Context: an optimization exercise on an open-source flow, tuned for small area. The choices shown serve that exercise and are no tape-out recipe. Only simulation tests tie the RTL to the original design; equivalence was not proved. Power figures rest on the tool's default switching activity, not on a simulated workload.

red:
==> flow/design.v (excerpt) <==
module sfi5_rx_if_v6_16bit
(
	i_CLK,
	i_RST,
	iv_RXDATA00,
	iv_RXDATA01,
	iv_RXDATA02,
	iv_RXDATA03,
	iv_RXDATA04,
	iv_RXDATA05,
	iv_RXDATA06,
	iv_RXDATA07,
	iv_RXDATA08,
	iv_RXDATA09,
	iv_RXDATA10,
	iv_RXDATA11,
	iv_RXDATA12,
	iv_RXDATA13,
	iv_RXDATA14,
	iv_RXDATA15,
	iv_DESKEW_CHANNEL,
	i_FRAMES2LOCK,
	i_FRAMES2UNLOCK,
	iv_MISMATCHES_2_UNLOCK,
	i_CLEAR_FRAME_ERRORS,
	i_CLEAR_MISMATCHES,
	ov_RXDATA00,
	ov_RXDATA01,
	ov_RXDATA02,
	ov_RXDATA03,
	ov_RXDATA04,
	ov_RXDATA05,
	ov_RXDATA06,
	ov_RXDATA07,
	ov_RXDATA08,
	ov_RXDATA09,
	ov_RXDATA10,
	ov_RXDATA11,
	ov_RXDATA12,
	ov_RXDATA13,
	ov_RXDATA14,
	ov_RXDATA15,
	o_RXLOF,
	o_RXLOF_HISTORY,
	ov_FRAME_ERRORS,
	ov_FRAMES_RECEIVED,
	ov_DATA_MISMATCHES_CH00,
	ov_DATA_MISMATCHES_CH01,
	ov_DATA_MISMATCHES_CH02,
	ov_DATA_MISMATCHES_CH03,
	ov_DATA_MISMATCHES_CH04,
	ov_DATA_MISMATCHES_CH05,
	ov_DATA_MISMATCHES_CH06,
	ov_DATA_MISMATCHES_CH07,
	ov_DATA_MISMATCHES_CH08,
	ov_DATA_MISMATCHES_CH09,
	ov_DATA_MISMATCHES_CH10,
	ov_DATA_MISMATCHES_CH11,
	ov_DATA_MISMATCHES_CH12,
	ov_DATA_MISMATCHES_CH13,
	ov_DATA_MISMATCHES_CH14,
	ov_DATA_MISMATCHES_CH15,
	ov_RXFRAME_SHIFT,
	ov_RXDATA_SHIFT_CH00,
	ov_RXDATA_SHIFT_CH01,
	ov_RXDATA_SHIFT_CH02,
	ov_RXDATA_SHIFT_CH03,
	ov_RXDATA_SHIFT_CH04,
	ov_RXDATA_SHIFT_CH05,
	ov_RXDATA_SHIFT_CH06,
	ov_RXDATA_SHIFT_CH07,
	ov_RXDATA_SHIFT_CH08,
	ov_RXDATA_SHIFT_CH09,
	ov_RXDATA_SHIFT_CH10,
	ov_RXDATA_SHIFT_CH11,
	ov_RXDATA_SHIFT_CH12,
	ov_RXDATA_SHIFT_CH13,
	ov_RXDATA_SHIFT_CH14,
	ov_RXDATA_SHIFT_CH15,
	o_RXOOA
);
==> flow/config.mk <==
export PLATFORM = sky130hd
export DESIGN_NAME = sfi5_rx_if_v6_16bit
export DESIGN_NICKNAME = sfi5_rx_if_v6_16bit
export VERILOG_FILES = /design/flow/design.v
export SDC_FILE = /design/flow/constraint.sdc
export NUM_CORES = 4
export LEC_CHECK = 0
export CAP_MARGIN = 20
export CORE_MARGIN = 2
export CORE_UTILIZATION = 40
export SLEW_MARGIN = 20
export SYNTH_HIERARCHICAL = 1
export SYNTH_MINIMUM_KEEP_SIZE = 0
==> flow/constraint.sdc <==
create_clock -name core_clock -period 5.0 [get_ports {i_CLK}]
set_input_delay 1.0000 -clock core_clock [delete_from_list [all_inputs] [get_ports {i_CLK}]]
set_output_delay 1.0000 -clock core_clock [all_outputs]
set_load 0.01 [all_outputs]
run.sh (not shown) runs the stock make flow with config.mk's settings and CLKGATE_MAP_FILE= SYNTH_SCRIPT=/design/flow/synth_recipe.tcl, a recipe that flattens the netlist after the stock synthesis.
red: flow complete, layout not clean; failing: antenna violations
Relative to red, the following input files were edited for blue:
- setting CTS_BUF_LIST to sky130_fd_sc_hd__clkbuf_4 sky130_fd_sc_hd__clkbuf_8 for the first time
- setting CTS_CLUSTER_SIZE to 30 for the first time
[summary]
Layout checks on blue: not met. Flow itself completed; violations: antenna violations.
red → blue: slack of the worst reg-to-reg path decreased by 0.06 ns relative to the old numbers, total power decreased by 1.2% relative to the old numbers, fraction of area in registers closely matched the old numbers.

---

sfi5_rx_if_v6_16bit, a different RTL version from the one above (not shown whole).
For scale: about 7,500 cells after synthesis, about 2,500 flip-flops, about 960 I/O pins, about 85,000 um2 of cells after synthesis.
Settings: LEC_CHECK=0, CAP_MARGIN=20, CORE_MARGIN=2, CORE_UTILIZATION=60, CTS_BUF_LIST=sky130_fd_sc_hd__clkbuf_8, CTS_CLUSTER_DIAMETER=80, CTS_CLUSTER_SIZE=14, SLEW_MARGIN=20, SYNTH_HIERARCHICAL=1, SYNTH_MINIMUM_KEEP_SIZE=0; clock period 5.0 ns.
Edit:
==> flow/flow/run.sh (new file) <==
#!/bin/bash
# The standard layout (the standard.sh, standard synthesis unchanged) with two
# changes: ports are buffered with the smallest buffer, and clock tree synthesis
# uses small buffers without dummy loads. Each tool's output goes to its own log
# under orfs/logs; make's own output goes to flow_make.log here.
set -euo pipefail
export BUFFER_PORTS_ARGS="-buffer_cell sky130_fd_sc_hd__buf_1"
export CTS_ARGS="-sink_clustering_enable -repair_clock_nets -dont_use_dummy_load -buf_list sky130_fd_sc_hd__clkbuf_8 -sink_clustering_size 14 -sink_clustering_max_diameter 80"
bash standard.sh > flow_make.log 2>&1
==> flow/standard.sh (new file) <==
#!/bin/bash
# synth_recipe.tcl (not shown) runs the flow's synth.tcl, then flattens the netlist and writes it again
# the make line also repeats each setting of config.mk as NAME=value (left out here)
make -C /OpenROAD-flow-scripts/flow DESIGN_CONFIG=/design/flow/config.mk WORK_HOME=/design/flow/orfs CLKGATE_MAP_FILE= SYNTH_SCRIPT=/design/flow/synth_recipe.tcl "${@:-finish}"
- CORE_UTILIZATION: 60 -> 75
removed: flow/run.sh
=> Register-to-register slack improves by 60 ps; combinational power came out lower by 11%; clock power came out lower by 3.1%; routed wire length came out higher by 2.6%; setup slack improves by 180 ps; final area came out lower by 6.6%.
Edit:
- CORE_UTILIZATION: 75 -> 60
Design area climbs slightly.
Setup slack loses 93 ps.
Cell count rises by a few percent.

---

run 1:
Another version of the RTL of sfi5_rx_if_v6_16bit (not shown whole).
Size: ~7300 cells after synthesis, roughly 2500 flip-flops, about 84000 um^2 of cells after synthesis.
clock: 5.0 ns
lec_check: 0
cap_margin: 20
core_margin: 2
core_utilization: 60
slew_margin: 20
synth_hierarchical: 1
synth_minimum_keep_size: 0
standard.sh (not shown) runs the stock make flow with config.mk's settings and CLKGATE_MAP_FILE= SYNTH_SCRIPT=/design/flow/synth_recipe.tcl, a recipe that flattens the netlist after the stock synthesis.
==> flow/flow/run.sh <==
#!/bin/bash
# The standard layout (the standard.sh, standard synthesis unchanged) with two
# changes: ports are buffered with the smallest buffer, and clock tree synthesis
# uses small buffers without dummy loads. Each tool's output goes to its own log
# under orfs/logs; make's own output goes to flow_make.log here.
set -euo pipefail
export BUFFER_PORTS_ARGS="-buffer_cell sky130_fd_sc_hd__buf_1"
export CTS_ARGS="-sink_clustering_enable -repair_clock_nets -dont_use_dummy_load -buf_list sky130_fd_sc_hd__clkbuf_8 -sink_clustering_size 15 -sink_clustering_max_diameter 120"
bash standard.sh > flow_make.log 2>&1
No stage failed in run 1, and the final checks on the layout all came back clean.
Inputs modified between run 1 and run 2:
# run 1
export LEC_CHECK = 0
export CAP_MARGIN = 20
export CORE_MARGIN = 2
export CORE_UTILIZATION = 60
export SLEW_MARGIN = 20
export SYNTH_HIERARCHICAL = 1
export SYNTH_MINIMUM_KEEP_SIZE = 0
create_clock -name core_clock -period 5.0 [get_ports {i_CLK}]
# run 2
export LEC_CHECK = 0
export CAP_MARGIN = 20
export CORE_MARGIN = 2
export CORE_UTILIZATION = 70
export SLEW_MARGIN = 20
export SYNTH_HIERARCHICAL = 1
export SYNTH_MINIMUM_KEEP_SIZE = 0
create_clock -name core_clock -period 5.0 [get_ports {i_CLK}]
==> comparison <==
Run 2 completed end to end with timing, DRC and antenna clean.
Delta (run 2 minus run 1): detailed-routed wire length on met3 increased by 2600 um relative to the old numbers, combinational power essentially unchanged.
Looking at pin count of the biggest net entering global routing across run 1 and run 2, the one that comes out lower is run 1.
Compared with run 1, run 2 shows a lower routed wire length.
Final non-filler cell total ends up lower on run 2.
The following lists how run 3 was set up differently from run 2:
# run 2
export LEC_CHECK = 0
export CAP_MARGIN = 20
export CORE_MARGIN = 2
export CORE_UTILIZATION = 70
export SLEW_MARGIN = 20
export SYNTH_HIERARCHICAL = 1
export SYNTH_MINIMUM_KEEP_SIZE = 0
create_clock -name core_clock -period 5.0 [get_ports {i_CLK}]
# run 3
export LEC_CHECK = 0
export CAP_MARGIN = 20
export CORE_MARGIN = 2
export CORE_UTILIZATION = 60
export CTS_BUF_LIST = sky130_fd_sc_hd__clkbuf_8
export CTS_CLUSTER_DIAMETER = 80
export CTS_CLUSTER_SIZE = 14
export SLEW_MARGIN = 20
export SYNTH_HIERARCHICAL = 1
export SYNTH_MINIMUM_KEEP_SIZE = 0
create_clock -name core_clock -period 5.0 [get_ports {i_CLK}]
-- flow/flow/run.sh --
<<< run 2, line 7
export BUFFER_PORTS_ARGS="-buffer_cell sky130_fd_sc_hd__buf_1"
export CTS_ARGS="-sink_clustering_enable -repair_clock_nets -dont_use_dummy_load -buf_list sky130_fd_sc_hd__clkbuf_8 -sink_clustering_size 15 -sink_clustering_max_diameter 120"
bash standard.sh > flow_make.log 2>&1
>>> run 3, line 7
export BUFFER_PORTS_ARGS="-buffer_cell sky130_fd_sc_hd__buf_1"
export CTS_ARGS="-sink_clustering_enable -repair_clock_nets -dont_use_dummy_load -buf_list sky130_fd_sc_hd__clkbuf_8 -sink_clustering_size 14 -sink_clustering_max_diameter 80"
bash standard.sh > flow_make.log 2>&1
### Flow results
Sort run 3 and run 2 by wire length on met1 asc -> top: run 2
Run 3 vs run 2, maximum frequency went up by 5.8%.
Run 3 vs run 2, per-cell routed wire length went down by 0.10 um.
Total design power: run 3 vs run 2 up 1.1%
Relative to run 2, the die height measured on run 3 has increased by a little under 10%.
Run 3 ended up with a lower part of the cycle the worst path needs than run 2 did.
The run with more routed wire is run 3, not run 2.
Compared with run 2, run 3 ends up with a larger final cell area.
For the number of standard cells in the final layout excluding fillers, run 3 came in about 2.7% higher than run 2 did.

==> what the ideal ports hide <==
The flow's constraints put no driver on any port. The routed layouts listed below were extracted and timed again, unchanged, in two steps.
Step 1 sets driving cells, clkbuf_16 on the clock port and buf_2 on the other inputs (assumed; they add their load-dependent delay and slew).
Step 2 also shifts input and output timing later by t, the mid clock arrival at the registers, as if the neighbouring blocks saw the same clock.
Three values: no drivers, after step 1, after step 2; two values: the first two.
run | t, ns | setup slack, ns | worst setup path after step 2
red | 0.988 | 0.767 / 0.680 / 1.668 | register to output
blue | 1.120 | 0.605 / 0.509 / 1.629 | register to output
the first run of note 2 | 1.014 | 0.746 / 0.662 / 0.872 | register to register
the second run of note 2 | 0.981 | 0.927 / 0.927 / 0.927 | register to register
the third run of note 2 | 0.977 | 0.833 / 0.833 / 0.833 | register to register
run 1 | 0.985 | 1.043 / 1.043 / 1.043 | register to register
run 2 | 0.990 | 0.815 / 0.815 / 0.815 | register to register
run 3 | 0.982 | 1.043 / 1.043 / 1.043 | register to register
